Context: an optimization exercise on an open-source flow, tuned for small area and a short achievable clock period. The choices shown serve that exercise and are no tape-out recipe.
Function was checked by simulation only, so behaviour that the tests miss may differ from the original.

==> flow/run.sh <==
#!/bin/bash
# synth_recipe.tcl (not shown) runs the flow's synth.tcl, then flattens the netlist and writes it again
# the make line also repeats each setting of config.mk as NAME=value (left out here)
make -C /OpenROAD-flow-scripts/flow DESIGN_CONFIG=/design/flow/config.mk WORK_HOME=/design/flow/orfs CLKGATE_MAP_FILE= SYNTH_SCRIPT=/design/flow/synth_recipe.tcl finish
==> flow/config.mk <==
export PLATFORM = sky130hd
export DESIGN_NAME = cordic
export DESIGN_NICKNAME = cordic
export VERILOG_FILES = /design/flow/design.v
export SDC_FILE = /design/flow/constraint.sdc
export NUM_CORES = 4
export LEC_CHECK = 0
export CAP_MARGIN = 20
export CORE_MARGIN = 2
export CORE_UTILIZATION = 40
export SLEW_MARGIN = 20
==> flow/constraint.sdc <==
create_clock -name core_clock -period 3.5 [get_ports {clk}]
set_input_delay 0.7000 -clock core_clock [delete_from_list [all_inputs] [get_ports {clk}]]
set_output_delay 0.7000 -clock core_clock [all_outputs]
set_load 0.01 [all_outputs]
==> flow/design.v <==
module cordic(clk, angle, sine, cosine);
  input clk;
  input signed [31:0] angle;  
  output signed [15:0] sine;  
  output signed [15:0] cosine;
  reg signed [15:0] x [0:12];
  reg signed [15:0] y [0:12];
  reg signed [31:0] z [0:12];
  parameter scaling_factor = 19896;  
  wire [1:0] sector;
  assign sector = angle[31:30];
  assign sine = y[12];
  assign cosine = x[12];
  wire signed [31:0] theta [0:12];
  assign theta [ 0] = 'h20000000;   
  assign theta [ 1] = 'h12E4051D;   
  assign theta [ 2] = 'h9FB385B;    
  assign theta [ 3] = 'h51111D4;    
  assign theta [ 4] = 'h28B0D43;    
  assign theta [ 5] = 'h145D7E1;    
  assign theta [ 6] = 'hA2F61E;     
  assign theta [ 7] = 'h517C55;     
  assign theta [ 8] = 'h28BE53;     
  assign theta [ 9] = 'h145F2E;     
  assign theta [10] = 'hA2F98;      
  assign theta [11] = 'h517CC;      
  assign theta [12] = 'h28BE6;      
  always @(posedge clk)
  begin 
    if (sector == 2'b00) begin
	  x[0] <= scaling_factor;
      y[0] <= 0;
      z[0] <= angle;      
    end
    else if  (sector == 2'b11) begin
	  x[0] <= scaling_factor;
      y[0] <= 0;
      z[0] <= angle;      
    end      
    else if (sector == 2'b01) begin
      x[0] <= -0;
      y[0] <= scaling_factor;
      z[0] <= {2'b00,angle[29:0]};      
    end
    else if (sector == 2'b10) begin
      x[0] <= 0;
      y[0] <= -scaling_factor;
      z[0] <= {2'b11,angle[29:0]};
    end
  end
  genvar i;
  generate
    for (i=0; i<13; i=i+1)
      begin
        wire sgn; 
	assign sgn = z[i][31];  
	wire signed [15:0] xnew, ynew;
        assign xnew = x[i] >>> i;  
        assign ynew = y[i] >>> i;
        always @(posedge clk)
          begin
            if (sgn==1)
              begin
                x[i+1] <= x[i]+ynew;
                y[i+1] <= y[i]-xnew;
                z[i+1] <= z[i]+theta[i];
              end
            else
              begin
                x[i+1] <= x[i]-ynew;
                y[i+1] <= y[i]+xnew;
                z[i+1] <= z[i]-theta[i];
              end
          end
      end
  endgenerate
endmodule
==> summary.txt <==
## layer usage
metal / up-vias / part of all wire
met4: 0 / 0.041
met3: 207 / 0.022
met5: - / 0
li1: 18780 / -
met1: 15720 / 0.43
met2: 419 / 0.51
## per-stage QoR
stage,setup WS [ns],cells,utilization,area (sq um)
floorplan,-0.06253,5156,-,46700
global placement,0.09982,6788,0.4305,49890
detailed placement,0.06559,6788,0.4305,49890
CTS,0.02710,6931,0.4558,52820
global route,-0.01601,6935,0.4583,53110
finish,0.1631,6935,0.4583,53110
## sequential cells by signal, summed over array words and instances (netlist names)
name,flops
genblk1.xnew,1
x,185
y,189
z,349
## timing repair
item                                    CTS  global route
gates resized for setup                   0            60
setup buffers                             0             4
endpoints found under the setup margin    0            40
## cells by family after synthesis
group	synth area share
adder cells (fa/ha/maj)	0.2022
multiplexers	0.01052
AO/OA/AOI/OAI	0.1974
flip-flops	0.3110
AND/OR/NAND/NOR	0.1169
XOR/XNOR	0.1342
buffers and inverters	0.02789
## cell type report
cell class,count,area [sq um],area share
Sequential cell,724,14510,0.2733
Clock buffer,112,2376,0.04474
Tap cell,1524,1907,0.03590
Multi-Input combinational cell,4086,31100,0.5856
Inverter,283,1085,0.02043
Clock inverter,31,550.5,0.01037
Timing Repair Buffer,175,1578,0.02971
## critical path: stages, from the launching register on
cell and delay [ns]:
dfxtp_1 0.44, inv_1 0.09, ha_1 0.29, mux2_2 0.29, ha_1 0.29, a21o_1 0.16
a21oi_1 0.23, o21bai_1 0.09, a21oi_1 0.23, o21ai_1 0.19, a21oi_1 0.25, nand3_1 0.12
a31o_2 0.24, a21oi_1 0.23, xnor2_1 0.14
## path summary, 6_finish.rpt
| kind | slack, ns | cells after the start | end | from |
|---|---|---|---|---|
| worst min register to register | 0.32 | 0 | z[1][22] | z[0][22] |
| worst max-delay path | 0.16 | 14 | x[9][15] | y[8][8] |
| worst min-delay path | 0.32 | 0 | z[1][22] | z[0][22] |
| worst max register to register | 0.16 | 14 | x[9][15] | y[8][8] |
## layout by cell type (no fill, tap or decap), drive strengths merged, types with 92 or more instances in the layout
cell type,instances
nand2,246
nor2,338
nand3,92
buf,111
dfxtp,724
o21bai,94
xnor2,469
xor2,245
clkbuf,112
o21ai,227
inv,280
ha,697
a21o,238
nor3,128
a21oi,564
==> impl_metrics.yaml <==
timing:
  slew_headroom: 0.4832
  hold_viol: 0
  setup_violations: 0
  fin_worst_skew_ns: 0.03052
  layout_min_cycle_time_ns: 3.337
  fmax_ghz: 0.2997
  holdWs_ns: 0.3232
  finalSetupTns_ns: 0
  finalCritPeriodShare: 0.9534
  tightestPinTransition_ns: 0.7741
  maxSlewViolCount: 0
  rsz0062_at_grt: "true"
detailed_routing:
  wl_per_cell_um: 13.53
  first_iter_violations: 1276
  ant_nets: 0
  num_vias: 35120
  first_pass_iters: 7
  viasPerCell: 5.065
  drc: 0
  wirelength_mm: 93.84
yosys:
  ys_top_cells_by_area: "dfxtp_1 31%, ha_1 19%, xnor2_1 8.8%"
  ys_types: 83
  netlist_instances: 5156
  synth_edf_count: 0
  yosysMostFrequentCell: "dfxtp_1"
  netlist_area_sq_mm: 0.04661
  yosysWarnings: 4
  synth_top_cell_by_area: "dfxtp_1"
  synth.avg_cell_area_sq_um: 9.039
  synth_seq_cells: 724
  async_flop_share: 0
  synth_nets: 5921
  synth_ff_type: "dfxtp_1"
  synth_top_area_frac: 0.3110
  synthTopCellsByCount: "724 x dfxtp_1, 697 x ha_1, 561 x a21oi_1, 469 x xnor2_1, 338 x nor2_1"
  yosysSeqAreaShare: 0.3110
grt:
  track_usage: 0.1535
  antenna_found_initial: 0
  grt_max_degree: 39
  met2_usage: 0.2936
  grt_pass1_vias: 34390
  grt_pass1_wl_mm: 158.0
  grt-busiest-layer: "met2"
  grt_overflow: 0
  grtUsageMet1: 0.1676
  grt_use_met3: 0.01926
worst_setup_path:
  arrival_ns: 3.90
  start_kind: "flip-flop"
  cp_max_fo: 5
  crit_type: "reg2reg"
  cp-end-kind: "flip-flop"
  required_ns: 4.07
job:
  maxCapViolations: 0
cts:
  ctsHoldBuffers: 0
  clock_latency_ns: 0.64
  cts_made_buffers: 81
  cts_max_path_buffers: 3
  cts.sinks: 724
  tritoncts: "built"
  htree_num_levels: 3
  path_clk_slew_ns: 0.06
  cts_root_buffer: "clkbuf_16"
final_layout:
  nets: 6116
  final.fill_count: 11120
  antenna_cells: 0
  drive_gt1_frac: 0.07226
  area_growth_pct: 13.95
placement:
  place_congestion: 0.8886
  detailed_place_hpwl_mm: 75.36
  port_buffers: 64
floorplanning:
  die_w_um: 345.3
  io_pins: 65
  dieArea_sq_mm: 0.1193
  start_util: 0.4021
  rows: 125
  die_h_um: 345.3
  core_area_sq_mm: 0.1159
status:
  run_status: "timing/DRC/antenna clean"
hold_path:
  hp-class: "reg2reg"

[what the ideal ports hide]
Ports are ideal in the flow. The routed layout listed here was re-timed in OpenROAD. Step 1, drivers: a clkbuf_16 drives clk and a buf_2 each remaining input, both assumed. Step 2 times the ports against the registers' clock, not the clock port: input delays grow and output delays shrink by t, the midpoint of the rising clock arrivals with the driver on. Slacks: ideal ports / drivers / drivers and shift; pairs: ideal ports / drivers.
t, ns: 0.686
slack for setup (ns): 0.163 / 0.163 / 0.163
worst setup path at the end: register to register
clock arrival spread, ns: 0.032 / 0.031
worst data-port slew with drivers (ns): 0.04
After both steps this run still meets setup and hold. The setup slack of this run moves by 0.000 ns with the drivers and by 0.000 ns with both steps.
